Source: an optimization exercise on an open RTL-to-GDS flow (aim: small area, a short achievable clock period and few clock cycles). Production flows keep margins and buffers that such runs may drop.
Only simulation tests tie the RTL to the original design; equivalence was not proved.
No activity file was given, so power comes from the tool's default toggle rates.

==> module sw, before the edit <==
module sw(i0, i1, i2, i3, o0, o1, o2, o3, clk, rst);
  input clk, rst;
  input [9:0] i0, i1, i2, i3;
  output [9:0] o0, o1, o2, o3;
  wire [9:0] in [0:3];
  assign in[0] = i0; assign in[1] = i1; assign in[2] = i2; assign in[3] = i3;
  wire [8:0] f [0:3];      
  wire [3:0] av;           
  wire [3:0] rq [0:3];     
  wire [3:0] hd;           
  wire [3:0] pop;
  reg  [3:0] busy;         
  reg  [3:0] own [0:3];    
  reg  [9:0] ob [0:3];     
  wire [3:0] req [0:3];    
  wire [3:0] gnt [0:3];
  wire [3:0] sel [0:3];    
  wire [3:0] gin;          
  genvar i, j;
  generate
    for (i = 0; i < 4; i = i + 1) begin : g_in
      fifo q(.clk(clk), .rst(rst), .din({in[i][9], in[i][7:0]}),
             .dval(in[i][9] | in[i][8]), .pop(pop[i]), .h(f[i]), .hv(av[i]), .hd(hd[i]), .req(rq[i]));
      assign gin[i] = gnt[0][i] | gnt[1][i] | gnt[2][i] | gnt[3][i];
      assign pop[i] = (~hd[i] & av[i]) | gin[i];
    end
    for (j = 0; j < 4; j = j + 1) begin : g_out
      for (i = 0; i < 4; i = i + 1) begin : g_r
        assign req[j][i] = rq[i][j];
        assign sel[j][i] = busy[j] ? (own[j][i] & av[i]) : gnt[j][i];
      end
      arb a(.clk(clk), .rst(rst), .req(req[j]), .busy(busy[j]), .gnt(gnt[j]));
    end
  endgenerate
  function [9:0] pick;
    input [3:0] s;
    input [8:0] f0, f1, f2, f3;
    input [3:0] h;
    begin
      pick = ({10{s[0]}} & {f0[8], ~h[0], f0[7:0]}) |
             ({10{s[1]}} & {f1[8], ~h[1], f1[7:0]}) |
             ({10{s[2]}} & {f2[8], ~h[2], f2[7:0]}) |
             ({10{s[3]}} & {f3[8], ~h[3], f3[7:0]});
    end
  endfunction
  wire [3:0] tl = av & {f[3][8], f[2][8], f[1][8], f[0][8]};
  integer k, n;
  always @(posedge clk) begin
    for (k = 0; k < 4; k = k + 1)
      ob[k] <= pick(sel[k], f[0], f[1], f[2], f[3], hd);
    if (rst) begin
      busy <= 4'b0000;
      for (k = 0; k < 4; k = k + 1) begin
        ob[k][9:8] <= 2'b00;
      end
    end else begin
      for (k = 0; k < 4; k = k + 1) begin
        busy[k] <= busy[k] ? ~|(own[k] & tl) : |req[k];
        if (!busy[k]) own[k] <= gnt[k];
      end
    end
  end
  assign o0 = ob[0];
  assign o1 = ob[1];
  assign o2 = ob[2];
  assign o3 = ob[3];
endmodule
==> module fifo, before the edit <==
module fifo(clk, rst, din, dval, pop, h, hv, hd, req);
  input clk, rst, dval, pop;
  input [8:0] din;
  output reg [8:0] h;    
  output reg hv;         
  output reg [3:0] req;  
  reg [15*9-1:0] mem;    
  reg [3:0] rp, wp;      
  output reg hd;         
  reg empty, full;       
  function [3:0] dec;
    input [1:0] d;
    dec = {d == 2'd3, d == 2'd2, d == 2'd1, d == 2'd0};
  endfunction
  wire [8:0] rd = mem[9*rp +: 9];
  wire [3:0] rpn, wpn;           
  inc15 ir(.p(rp), .n(rpn));
  inc15 iw(.p(wp), .n(wpn));
  wire e_rd = (rpn == wp);       
  wire f_wr = (wpn == rp);       
  wire take = ~hv | pop;         
  wire fromm = take & ~empty;    
  wire byp = take & empty & dval;  
  wire wr = dval & ~byp;         
  wire [3:0] rq_rd = dec(rd[1:0]);
  wire [3:0] rq_in = dval ? dec(din[1:0]) : 4'b0000;
  wire tl = ~hd & h[8];          
  integer k;
  always @(posedge clk) begin
    for (k = 0; k < 15; k = k + 1)
      if (!full && wp == k) mem[9*k +: 9] <= din;
    if (take) h <= empty ? din : rd;
    if (rst) begin
      rp <= 4'd0;
      wp <= 4'd0;
      empty <= 1'b1;
      full <= 1'b0;
      hv <= 1'b0;
      hd <= 1'b1;
      req <= 4'b0000;
    end else begin
      if (wr) wp <= wpn;
      if (fromm) rp <= rpn;
      empty <= fromm ? (wr ? empty : e_rd) : (wr ? 1'b0 : empty);
      full <= wr ? (fromm ? full : f_wr) : (fromm ? 1'b0 : full);
      hv <= ~take | ~empty | dval;
      if (pop) hd <= tl;
      if (pop) req <= tl ? (empty ? rq_in : rq_rd) : 4'b0000;
      else if (!hv) req <= hd ? rq_in : 4'b0000;
    end
  end
endmodule
==> flow/config.mk <==
export PLATFORM = sky130hd
export DESIGN_NAME = sw
export DESIGN_NICKNAME = sw
export VERILOG_FILES = /design/flow/design.v
export SDC_FILE = /design/flow/constraint.sdc
export NUM_CORES = 4
export LEC_CHECK = 0
export CAP_MARGIN = 20
export CORE_MARGIN = 2
export CORE_UTILIZATION = 40
export CTS_CLUSTER_DIAMETER = 80
export CTS_CLUSTER_SIZE = 24
export PLACE_DENSITY = 0.6
export SETUP_SLACK_MARGIN = 3.6
export SLEW_MARGIN = 20
==> flow/constraint.sdc <==
create_clock -name core_clock -period 6.0 [get_ports {clk}]
set_input_delay 1.2000 -clock core_clock [delete_from_list [all_inputs] [get_ports {clk}]]
set_output_delay 1.2000 -clock core_clock [all_outputs]
set_load 0.01 [all_outputs]
standard.sh (not shown) runs the stock make flow with config.mk's settings and CLKGATE_MAP_FILE= SYNTH_SCRIPT=/design/flow/synth_recipe.tcl, a recipe that flattens the netlist after the stock synthesis.
==> flow/flow/run.sh <==
#!/bin/bash
# Standard ORFS layout, with plain buffers (buf_4) on the ports instead of the
# delay-cell buffers buffer_ports picks by default.
set -euo pipefail
export BUFFER_PORTS_ARGS="-buffer_cell sky130_fd_sc_hd__buf_4"
bash standard.sh finish > orfs_make.log 2>&1
The first run went through all stages and came out clean.
Testbench counts at the start, summed over its fixed seeds: cycles 2,639.
==> next run, changes <==
--- a/flow/design.v
+++ b/flow/design.v
@@ -5,11 +5,12 @@
   wire [9:0] in [0:3];
   assign in[0] = i0; assign in[1] = i1; assign in[2] = i2; assign in[3] = i3;
   wire [8:0] f [0:3];      
   wire [3:0] av;           
   wire [3:0] rq [0:3];     
-  wire [3:0] hd;           
+  reg  [3:0] hd;           
+  reg  [3:0] str;          
   wire [3:0] pop;
   reg  [3:0] busy;         
   reg  [3:0] own [0:3];    
   reg  [9:0] ob [0:3];     
   wire [3:0] req [0:3];    
@@ -18,13 +19,13 @@
   wire [3:0] gin;          
   genvar i, j;
   generate
     for (i = 0; i < 4; i = i + 1) begin : g_in
       fifo q(.clk(clk), .rst(rst), .din({in[i][9], in[i][7:0]}),
-             .dval(in[i][9] | in[i][8]), .pop(pop[i]), .h(f[i]), .hv(av[i]), .hd(hd[i]), .req(rq[i]));
+             .dval(in[i][9] | in[i][8]), .pop(pop[i]), .h(f[i]), .hv(av[i]), .req(rq[i]));
       assign gin[i] = gnt[0][i] | gnt[1][i] | gnt[2][i] | gnt[3][i];
-      assign pop[i] = (~hd[i] & av[i]) | gin[i];
+      assign pop[i] = (str[i] & av[i]) | gin[i];
     end
     for (j = 0; j < 4; j = j + 1) begin : g_out
       for (i = 0; i < 4; i = i + 1) begin : g_r
         assign req[j][i] = rq[i][j];
         assign sel[j][i] = busy[j] ? (own[j][i] & av[i]) : gnt[j][i];
@@ -45,17 +46,19 @@
   endfunction
   wire [3:0] tl = av & {f[3][8], f[2][8], f[1][8], f[0][8]};
   integer k, n;
   always @(posedge clk) begin
     for (k = 0; k < 4; k = k + 1)
-      ob[k] <= pick(sel[k], f[0], f[1], f[2], f[3], hd);
+      ob[k] <= pick(sel[k], f[0], f[1], f[2], f[3], str ^ 4'b1111);
     if (rst) begin
+      str <= 4'b0000;
       busy <= 4'b0000;
       for (k = 0; k < 4; k = k + 1) begin
         ob[k][9:8] <= 2'b00;
       end
     end else begin
+      str <= (str & ~tl) | gin;
       for (k = 0; k < 4; k = k + 1) begin
         busy[k] <= busy[k] ? ~|(own[k] & tl) : |req[k];
         if (!busy[k]) own[k] <= gnt[k];
       end
     end
@@ -63,19 +66,19 @@
   assign o0 = ob[0];
   assign o1 = ob[1];
   assign o2 = ob[2];
   assign o3 = ob[3];
 endmodule
-module fifo(clk, rst, din, dval, pop, h, hv, hd, req);
+module fifo(clk, rst, din, dval, pop, h, hv, req);
   input clk, rst, dval, pop;
   input [8:0] din;
   output reg [8:0] h;    
   output reg hv;         
   output reg [3:0] req;  
   reg [15*9-1:0] mem;    
   reg [3:0] rp, wp;      
-  output reg hd;         
+  reg hd;                
   reg empty, full;       
   function [3:0] dec;
     input [1:0] d;
     dec = {d == 2'd3, d == 2'd2, d == 2'd1, d == 2'd0};
   endfunction
Core utilization came out lower by 0.11 points. Setup slack gains 65 ps. Die area grows by 0.95%. Final cell count rises by 1.6%. Synthesized area increases by 0.97%.
Testbench counts after the change, summed over its fixed seeds: cycles 2,639.


The RTL this note starts from:
==> flow/design.v <==
module sw(i0, i1, i2, i3, o0, o1, o2, o3, clk, rst);
  input clk, rst;
  input [9:0] i0, i1, i2, i3;
  output [9:0] o0, o1, o2, o3;
  wire [9:0] in [0:3];
  assign in[0] = i0; assign in[1] = i1; assign in[2] = i2; assign in[3] = i3;
  wire [8:0] f [0:3];      
  wire [3:0] av;           
  wire [3:0] rq [0:3];     
  wire [3:0] hd;           
  wire [3:0] pop;
  reg  [3:0] busy;         
  wire [3:0] own [0:3];    
  reg  [9:0] ob [0:3];     
  wire [3:0] req [0:3];    
  wire [3:0] gnt [0:3];
  wire [3:0] sel [0:3];    
  wire [3:0] gin;          
  genvar i, j;
  generate
    for (i = 0; i < 4; i = i + 1) begin : g_in
      fifo q(.clk(clk), .rst(rst), .din({in[i][9], in[i][7:0]}),
             .dval(in[i][9] | in[i][8]), .pop(pop[i]), .h(f[i]), .hv(av[i]), .hd(hd[i]), .req(rq[i]));
      assign gin[i] = gnt[0][i] | gnt[1][i] | gnt[2][i] | gnt[3][i];
      assign pop[i] = (~hd[i] & av[i]) | gin[i];
    end
    for (j = 0; j < 4; j = j + 1) begin : g_out
      for (i = 0; i < 4; i = i + 1) begin : g_r
        assign req[j][i] = rq[i][j] & hd[i];
        assign own[j][i] = rq[i][j] & ~hd[i];
        assign sel[j][i] = busy[j] ? (own[j][i] & av[i]) : gnt[j][i];
      end
      arb a(.clk(clk), .rst(rst), .req(req[j]), .busy(busy[j]), .gnt(gnt[j]));
    end
  endgenerate
  function [9:0] pick;
    input [3:0] s;
    input [8:0] f0, f1, f2, f3;
    input [3:0] h;
    begin
      pick = ({10{s[0]}} & {f0[8], ~h[0], f0[7:0]}) |
             ({10{s[1]}} & {f1[8], ~h[1], f1[7:0]}) |
             ({10{s[2]}} & {f2[8], ~h[2], f2[7:0]}) |
             ({10{s[3]}} & {f3[8], ~h[3], f3[7:0]});
    end
  endfunction
  wire [3:0] tl = av & {f[3][8], f[2][8], f[1][8], f[0][8]};
  integer k, n;
  always @(posedge clk) begin
    for (k = 0; k < 4; k = k + 1)
      ob[k] <= pick(sel[k], f[0], f[1], f[2], f[3], hd);
    if (rst) begin
      busy <= 4'b0000;
      for (k = 0; k < 4; k = k + 1) begin
        ob[k][9:8] <= 2'b00;
      end
    end else begin
      for (k = 0; k < 4; k = k + 1) begin
        busy[k] <= busy[k] ? ~|(own[k] & tl) : |req[k];
      end
    end
  end
  assign o0 = ob[0];
  assign o1 = ob[1];
  assign o2 = ob[2];
  assign o3 = ob[3];
endmodule
module fifo(clk, rst, din, dval, pop, h, hv, hd, req);
  input clk, rst, dval, pop;
  input [8:0] din;
  output reg [8:0] h;    
  output reg hv;         
  output reg [3:0] req;  
  reg [15*9-1:0] mem;    
  reg [3:0] rp, wp;      
  output reg hd;         
  reg empty, full;       
  function [3:0] dec;
    input [1:0] d;
    dec = {d == 2'd3, d == 2'd2, d == 2'd1, d == 2'd0};
  endfunction
  wire [8:0] rd = mem[9*rp +: 9];
  wire [3:0] rpn, wpn;           
  inc15 ir(.p(rp), .n(rpn));
  inc15 iw(.p(wp), .n(wpn));
  wire e_rd = (rpn == wp);       
  wire f_wr = (wpn == rp);       
  wire take = ~hv | pop;         
  wire fromm = take & ~empty;    
  wire byp = take & empty & dval;  
  wire wr = dval & ~byp;         
  wire [3:0] rq_rd = dec(rd[1:0]);
  wire [3:0] rq_in = dval ? dec(din[1:0]) : 4'b0000;
  wire tl = ~hd & h[8];          
  integer k;
  always @(posedge clk) begin
    for (k = 0; k < 15; k = k + 1)
      if (!full && wp == k) mem[9*k +: 9] <= din;
    if (take) h <= empty ? din : rd;
    if (rst) begin
      rp <= 4'd0;
      wp <= 4'd0;
      empty <= 1'b1;
      full <= 1'b0;
      hv <= 1'b0;
      hd <= 1'b1;
      req <= 4'b0000;
    end else begin
      if (wr) wp <= wpn;
      if (fromm) rp <= rpn;
      empty <= fromm ? (wr ? empty : e_rd) : (wr ? 1'b0 : empty);
      full <= wr ? (fromm ? full : f_wr) : (fromm ? 1'b0 : full);
      hv <= ~take | ~empty | dval;
      if (pop) hd <= tl;
      if (pop) begin
        if (tl) req <= empty ? rq_in : rq_rd;
      end else if (!hv && hd) req <= rq_in;
    end
  end
endmodule
module inc15(p, n);
  input [3:0] p;
  output [3:0] n;
  assign n = (p == 4'd14) ? 4'd0 : p + 4'd1;
endmodule
module arb(clk, rst, req, busy, gnt);
  input clk, rst, busy;
  input [3:0] req;
  output [3:0] gnt;
  reg [1:0] ptr;
  wire [3:0] pri = 4'b0001 << ptr;
  genvar i;
  generate
    for (i = 0; i < 4; i = i + 1) begin : g
      assign gnt[i] = req[i] & ~busy & (pri[i] |
                        (pri[(i+3)%4] & ~req[(i+3)%4]) |
                        (pri[(i+2)%4] & ~req[(i+2)%4] & ~req[(i+3)%4]) |
                        (pri[(i+1)%4] & ~req[(i+1)%4] & ~req[(i+2)%4] & ~req[(i+3)%4]));
    end
  endgenerate
  always @(posedge clk) begin
    if (rst)
      ptr <= 2'd0;
    else if (~busy & |req)    
      ptr <= {gnt[1] | gnt[2], gnt[0] | gnt[2]};    
  end
endmodule
Settings: LEC_CHECK=0, ABC_AREA=1, CAP_MARGIN=20, CORE_MARGIN=2, CORE_UTILIZATION=65, CTS_CLUSTER_DIAMETER=70, CTS_CLUSTER_SIZE=20, PLACE_DENSITY=0.85, SETUP_SLACK_MARGIN=3.75, SLEW_MARGIN=20; clock period 6.0 ns.
==> flow/flow/run.sh <==
#!/bin/bash
# Standard ORFS layout, with plain buffers (buf_4) on the ports instead of the
# delay-cell buffers buffer_ports picks by default, and sizing not held to
# the cell footprint.
set -euo pipefail
export BUFFER_PORTS_ARGS="-buffer_cell sky130_fd_sc_hd__buf_4"
bash standard.sh MATCH_CELL_FOOTPRINT=0 finish > orfs_make.log 2>&1
Testbench counts at the start, summed over its fixed seeds: cycles 2,639.
==> next run, changes <==
--- a/flow/design.v
+++ b/flow/design.v
@@ -128,20 +128,27 @@
   input [3:0] req;
   output [3:0] gnt;
-  reg [1:0] ptr;
-  wire [3:0] pri = 4'b0001 << ptr;
+  reg [5:0] p;           
+  wire [3:0] w [0:3];
+  assign w[0] = {p[2], p[1], p[0], 1'b0};
+  assign w[1] = {p[4], p[3], 1'b0, ~p[0]};
+  assign w[2] = {p[5], 1'b0, ~p[3], ~p[1]};
+  assign w[3] = {1'b0, ~p[5], ~p[4], ~p[2]};
   genvar i;
   generate
     for (i = 0; i < 4; i = i + 1) begin : g
-      assign gnt[i] = req[i] & ~busy & (pri[i] |
-                        (pri[(i+3)%4] & ~req[(i+3)%4]) |
-                        (pri[(i+2)%4] & ~req[(i+2)%4] & ~req[(i+3)%4]) |
-                        (pri[(i+1)%4] & ~req[(i+1)%4] & ~req[(i+2)%4] & ~req[(i+3)%4]));
+      assign gnt[i] = req[i] & ~busy &
+                      ~(req[(i+1)%4] & w[(i+1)%4][i]) &
+                      ~(req[(i+2)%4] & w[(i+2)%4][i]) &
+                      ~(req[(i+3)%4] & w[(i+3)%4][i]);
     end
   endgenerate
   always @(posedge clk) begin
     if (rst)
-      ptr <= 2'd0;
+      p <= 6'b111111;    
     else if (~busy & |req)    
-      ptr <= {gnt[1] | gnt[2], gnt[0] | gnt[2]};    
+      p <= ({6{gnt[0]}} & 6'b111000) |    
+           ({6{gnt[1]}} & 6'b100001) |    
+           ({6{gnt[2]}} & 6'b001011) |    
+           ({6{gnt[3]}} & 6'b111111);     
   end
 endmodule
- The changed run completed without violations
- die area increases by about 3.5%
- combinational power is about the same
- critical path depth stays the same
- area after synthesis increases by 3.6%
- count of clock-buffer cells in the layout stays the same
Testbench counts after the change, summed over its fixed seeds: cycles 2,639.

-- afterwards: timing with drivers on the ports --
How much do the figures lean on ideal ports? The routed layouts below were timed once more, with nothing changed but the port constraints.
Step 1, drivers: a clkbuf_16 drives clk and a buf_2 each remaining input, both assumed.
Step 2 times the ports against the registers' clock, not the clock port: input delays grow and output delays shrink by t, the midpoint of the rising clock arrivals with the driver on.
Slacks: no drivers / after step 1 / after step 2; pairs: no drivers / after step 1.
run | t (ns) | slack for setup (ns) | worst setup path at the end
the first run of note 1 | 0.657 | 3.609 / 3.609 / 3.129 | input to register
the second run of note 1 | 0.637 | 3.674 / 3.673 / 3.036 | input to register
the first run of note 2 | 0.655 | 3.732 / 3.672 / 3.191 | input to register
the second run of note 2 | 0.651 | 3.763 / 3.703 / 3.361 | input to register
After both steps every run listed still meets setup and hold. The setup slack of the second run of note 1, which loses most, moves by -0.001 ns with the drivers and by -0.638 ns with both steps.
